What follows belongs to an exercise in optimizing a design on an open flow for small area, a short achievable clock period and few clock cycles per item; a production flow would make more cautious choices.
Only simulation tests tie the RTL to the original design; equivalence was not proved.

==> flow/design.v (outline; a module is shown in full before it is edited, if it fits) <==
// module dnn_fa: 11 lines
// module dnn_ha: 9 lines
// module configurable_dnn_accelerator: 2380 lines
module configurable_dnn_accelerator (
    input clk,
    input rst_n,
    input start,
    input load_params,
    input [7:0] param_data,
    input [3:0] param_addr,       
    input param_valid,
    input [7:0] input_data_0,
    input [7:0] input_data_1,
    input [7:0] input_data_2,
    input [7:0] input_data_3,
    output [15:0] output_data_0,
    output [15:0] output_data_1,
    output reg done,
    output reg valid,
    output reg params_loaded
);
  // ...
==> flow/flow/run.sh <==
#!/bin/bash
# Layout: the standard flow (standard.sh, unchanged synthesis, floorplan,
# power grid, placement, CTS and routing), with one change: the port buffers
# that global placement inserts are sky130_fd_sc_hd__buf_4 cells.  Left to
# itself buffer_ports picks clkdlybuf4s50_1, a delay cell, and the timing
# repair (footprint-matched on sky130hd) cannot swap it for a faster buffer.
# Every input and output port still gets its buffer.
set -euo pipefail
export BUFFER_PORTS_ARGS="-buffer_cell sky130_fd_sc_hd__buf_4"
bash standard.sh > standard.log 2>&1
==> flow/standard.sh <==
#!/bin/bash
# synth_recipe.tcl (not shown) runs the flow's synth.tcl, then flattens the netlist and writes it again
# the make line also repeats each setting of config.mk as NAME=value (left out here)
make -C /OpenROAD-flow-scripts/flow DESIGN_CONFIG=/design/flow/config.mk WORK_HOME=/design/flow/orfs CLKGATE_MAP_FILE= SYNTH_SCRIPT=/design/flow/synth_recipe.tcl "${@:-finish}"
==> flow/config.mk <==
export PLATFORM = sky130hd
export DESIGN_NAME = configurable_dnn_accelerator
export DESIGN_NICKNAME = configurable_dnn_accelerator
export VERILOG_FILES = /design/flow/design.v
export SDC_FILE = /design/flow/constraint.sdc
export NUM_CORES = 4
export LEC_CHECK = 0
export ABC_CLOCK_PERIOD_IN_PS = 6000
export CAP_MARGIN = 0
export CORE_MARGIN = 2
export CORE_UTILIZATION = 40
export SETUP_SLACK_MARGIN = 1.5
export SLEW_MARGIN = 0
export SYNTH_HIERARCHICAL = 1
==> flow/constraint.sdc <==
create_clock -name core_clock -period 9.0 [get_ports {clk}]
set_input_delay 1.8000 -clock core_clock [delete_from_list [all_inputs] [get_ports {clk}]]
set_output_delay 1.8000 -clock core_clock [all_outputs]
set_load 0.01 [all_outputs]
==> run notes, run 1 <==
Synth cell types - 62
initial antenna violation count - 0
largest class - multi-input combinational cells
Synth Instances - 3214
WP depth - 16
status - no timing/DRC/antenna violations
Tap Cells - 1276
Synth top cells by count - fa_1, nand2_1, edfxtp_1, ha_1, and2_1
xor and xnor area share after synthesis - 0.0140
GR Overflow Total - 0
Final nets - 4480
Core Area - 0.0963 sq mm
met1 usage - 0.324
CTS Buf Count - 29
Placed Cells - 4376
unrepaired setup endpoints after global routing - yes
DRC - 0
clock buffers - 31
syn_area_per_cell - 12.0 sq um
die width - 315 microns
Max Used Layer - met4
post-DR wirelength/cell - 25.7 microns
CP Max Fanout - 3
share of layout cells above drive strength 1 - 0.105
Testbench counts, summed over its fixed seeds: cycles 1,016, inferences 512.
==> run 2: changes to the inputs <==
==> flow/flow/run.sh (replaced) <==
#!/bin/bash
# Layout: the standard flow (standard.sh, unchanged synthesis, floorplan,
# power grid, placement, CTS and routing), with one change: the port buffers
# that global placement inserts are sky130_fd_sc_hd__buf_2 cells.  Left to
# itself buffer_ports picks clkdlybuf4s50_1, a delay cell, and the timing
# repair (footprint-matched on sky130hd) cannot swap it for a faster buffer.
# Every input and output port still gets its buffer.
set -euo pipefail
export BUFFER_PORTS_ARGS="-buffer_cell sky130_fd_sc_hd__buf_2"
bash standard.sh > standard.log 2>&1
--- a/flow/config.mk
+++ b/flow/config.mk
@@ -7,8 +7,8 @@
 export LEC_CHECK = 0
 export ABC_CLOCK_PERIOD_IN_PS = 6000
-export CAP_MARGIN = 0
+export CAP_MARGIN = 20
 export CORE_MARGIN = 2
 export CORE_UTILIZATION = 40
-export SETUP_SLACK_MARGIN = 1.5
-export SLEW_MARGIN = 0
+export SETUP_SLACK_MARGIN = 1.0
+export SLEW_MARGIN = 20
 export SYNTH_HIERARCHICAL = 1
==> run 2 against run 1 <==
Against the previous run: synthesized cell count unchanged; utilization decreased by 0.13 points; fmax decreased by 1.3%; still clean; critical endpoint unchanged; routed wire length decreased by 0.47%.
==> run notes, run 2 <==
H-tree levels - 1
share of layout cells above drive strength 1 - 0.104 (-0.00107)
min-delay src - p[22][0]
Clock Path Buffers - 3
CTS sink cnt - 257
Yosys Warn Count - 8
routability cong. - 0.922
most common cell after layout, fill and taps aside - fa_1
met2 usage - 0.388
die width - 315 microns (unchanged)
Tcrit/Tclk final - 0.888
most area-consuming cells after synthesis - fa_1, edfxtp_1, nand2_1
CTS tree - yes
register area share after synthesis - 0.198
global router's overall resource usage - 0.243
I/O Buffers - 79
fin. max-slew vios - 0
R2R cell count - 14
TritonRoute pass-1 iters - 5
CTS Buf Count - 29 (unchanged)
most frequent cell after synthesis - fa_1
unrepaired setup endpoints after global routing - yes
crit path launch type - flop
Synth top cells by count - fa_1, nand2_1, edfxtp_1, ha_1, and2_1
ANT nets after route - 0
MaxCap Viol Count - 0
worst reg2reg startpoint - p[5][5]
DR vias/cell - 5.55
Largest register FFs - 224
area grow syn2layout - 9.51%
initial core utilization - 0.402
worst path required time - 7.20 ns
Setup violations, final - 0
dpl hpwl - 87.9 mm
met3 usage - 0.0590
later-pin clock latency in the skew report - 0.62 ns
Core Area - 0.0963 sq mm (unchanged)
Clock transition at path regs - 0.06 ns
Root Buffer - clkbuf_16
final WL - 115 mm
status - no timing/DRC/antenna violations
die footprint - 0.0993 sq mm
GR Overflow Total - 0 (unchanged)
vias in the first global route - 28300
Hold Vio Cnt, Final - 0
hold_ws - 0.488 ns
DRC - 0 (unchanged)
most frequent cells in the layout - fa_1, nand2_1, edfxtp_1
initial antenna violation count - 3 (+3)
worst-case hold path end point - p[21][0]
FF-to-FF End - h1[3]
first-pass GRT wire length - 177 mm
Worst Tran Pin Value - 0.860 ns
fmax - 125 MHz
Final nets - 4494 (+0.31%)
Die Span Y - 315 microns
busiest grt layer - met2
Most flops, register - p
Most used DFF post-synth - edfxtp_1
Hold-fix buffers, CTS - 0
critical path class - flop to primary output
synthesized flop and latch total - 257
crit end category - primary output
Worst EP arrival - 6.19 ns
Synth cell types - 62 (unchanged)
met1 usage - 0.322 (-0.00127)
post-DR wirelength/cell - 25.4 microns (-0.85%)
largest net degree at the start of global routing - 125
Worst Hold Class - flop to flop
clock skew - 0.0424 ns
hold path depth - 0
via count - 25200
syn_area_per_cell - 12.0 sq um (unchanged)
Async SR Flop Fraction - 0.0311
FF-to-FF setup slack - 2.58 ns
number of synthesized flops with an enable pin - 249
top cell type's share of synthesized area - 0.550
Post-Route Setup TNS - 0 ns
Yosys top cell by area - fa_1
Final min period - 7.99 ns
initial DRC count - 2610
Syn Nets - 4475
Core Rows - 114
Post-Syn Area - 0.0387 sq mm
CP Max Fanout - 4 (+1)
IO Count - 84
Synth Instances - 3214 (unchanged)
Slew HR - 0.427
-- run 2: per-stage QoR --
stage	util	setup slack, ns	area (sq um)	instances
floorplan	-	1.43	38700	3214
global placement	0.418	0.941	40300	4401
detailed placement	0.419	0.985	40300	4401
CTS	0.437	0.937	42100	4518
global route	0.440	0.852	42400	4533
finish	0.440	1.01	42400	4536
-- run 2: critical path, stage by stage, from the launching register on --
cell	delay, ns
edfxtp_1	0.49
buf_4	0.17
buf_6	0.10
nand2_1	0.08
fa_2	0.38
fa_1	0.46
fa_1	0.51
fa_1	0.43
fa_2	0.35
fa_1	0.45
fa_1	0.54
ha_4	0.22
and3_4	0.19
nor2b_2	0.17
a2111oi_4	0.45
o31ai_2	0.14
a21oi_2	0.19
xnor2_2	0.14
buf_2	0.16
-- run 2: kinds of logic (layout without fill, tap and decap cells) --
family | count (synthesis) | count (layout) | synth area share
adder cells (fa/ha/maj) | 1212 | 1212 | 0.598
multiplexers | 4 | 4 | 0.00110
AO/OA/AOI/OAI | 156 | 156 | 0.0276
flip-flops | 257 | 257 | 0.198
XOR/XNOR | 60 | 60 | 0.0140
AND/OR/NAND/NOR | 1285 | 1285 | 0.138
other | 0 | 4 | 0
buffers and inverters | 240 | 282 | 0.0234
-- run 2: worst max path at each step --
stage                          from                 to
floorplan               param_valid        load_cnt[4]
global placement    input_data_1[4]              h1[3]
detailed placement  input_data_1[4]              h1[3]
CTS                           h0[6]  output_data_1[15]
global route                  h0[1]  output_data_1[15]
finish                        h0[1]  output_data_1[15]
-- run 2: layout make-up --
type,instances,area (sq um)
antenna,4,10.0
inverter,21,86.3
sequential,257,7680
clock inverter,24,270
clock buffer,30,729
timing repair buffer,207,1560
tap,1276,1600
fill,8868,53900
multi-input combinational,2717,30500
-- run 2: modules after synthesis (local to each module, per instance) --
module                        flops+latches  cells inside
configurable_dnn_accelerator            257          2087
dnn_fa                                    0             1
dnn_ha                                    0             1
-- run 2: metal layers --
metal  vias to the layer above  part of all wire  wire (microns)
met5                         -                 0               0
met4                         0             0.045            5150
met3                       267              0.10           11700
met2                      1381              0.48           55300
met1                     13400              0.38           43300
li1                      10100                 -               -
-- run 2: repair_timing --
action / CTS / global route
pin swaps: 13 / 37
setup buffers: 63 / 14
endpoints found under the setup margin: 10 / 9
resized for setup: 49 / 42

==> afterwards: timing with drivers on the ports <==
No port has a modelled driver above. Below, the same layouts with a new extraction and two added sets of constraints. Step 1 assumes that a clkbuf_16 drives the clock port and a buf_2 every other input. Step 2 also shifts input and output timing later by t, the mid clock arrival at the registers, as if the neighbouring blocks saw the same clock. a / b / c = no drivers / after step 1 / after step 2; a / b = the first two.
run | t, ns | setup slack, ns | worst hold slack (ns)
run 1 | 0.670 | 1.110 / 1.040 / 1.077 | 0.488 / 0.488 / 0.488
run 2 | 0.667 | 1.009 / 0.943 / 0.830 | 0.488 / 0.488 / 0.488
After both steps every run listed still meets setup and hold. The setup slack of run 2, which loses most, moves by -0.066 ns with the drivers and by -0.179 ns with both steps.
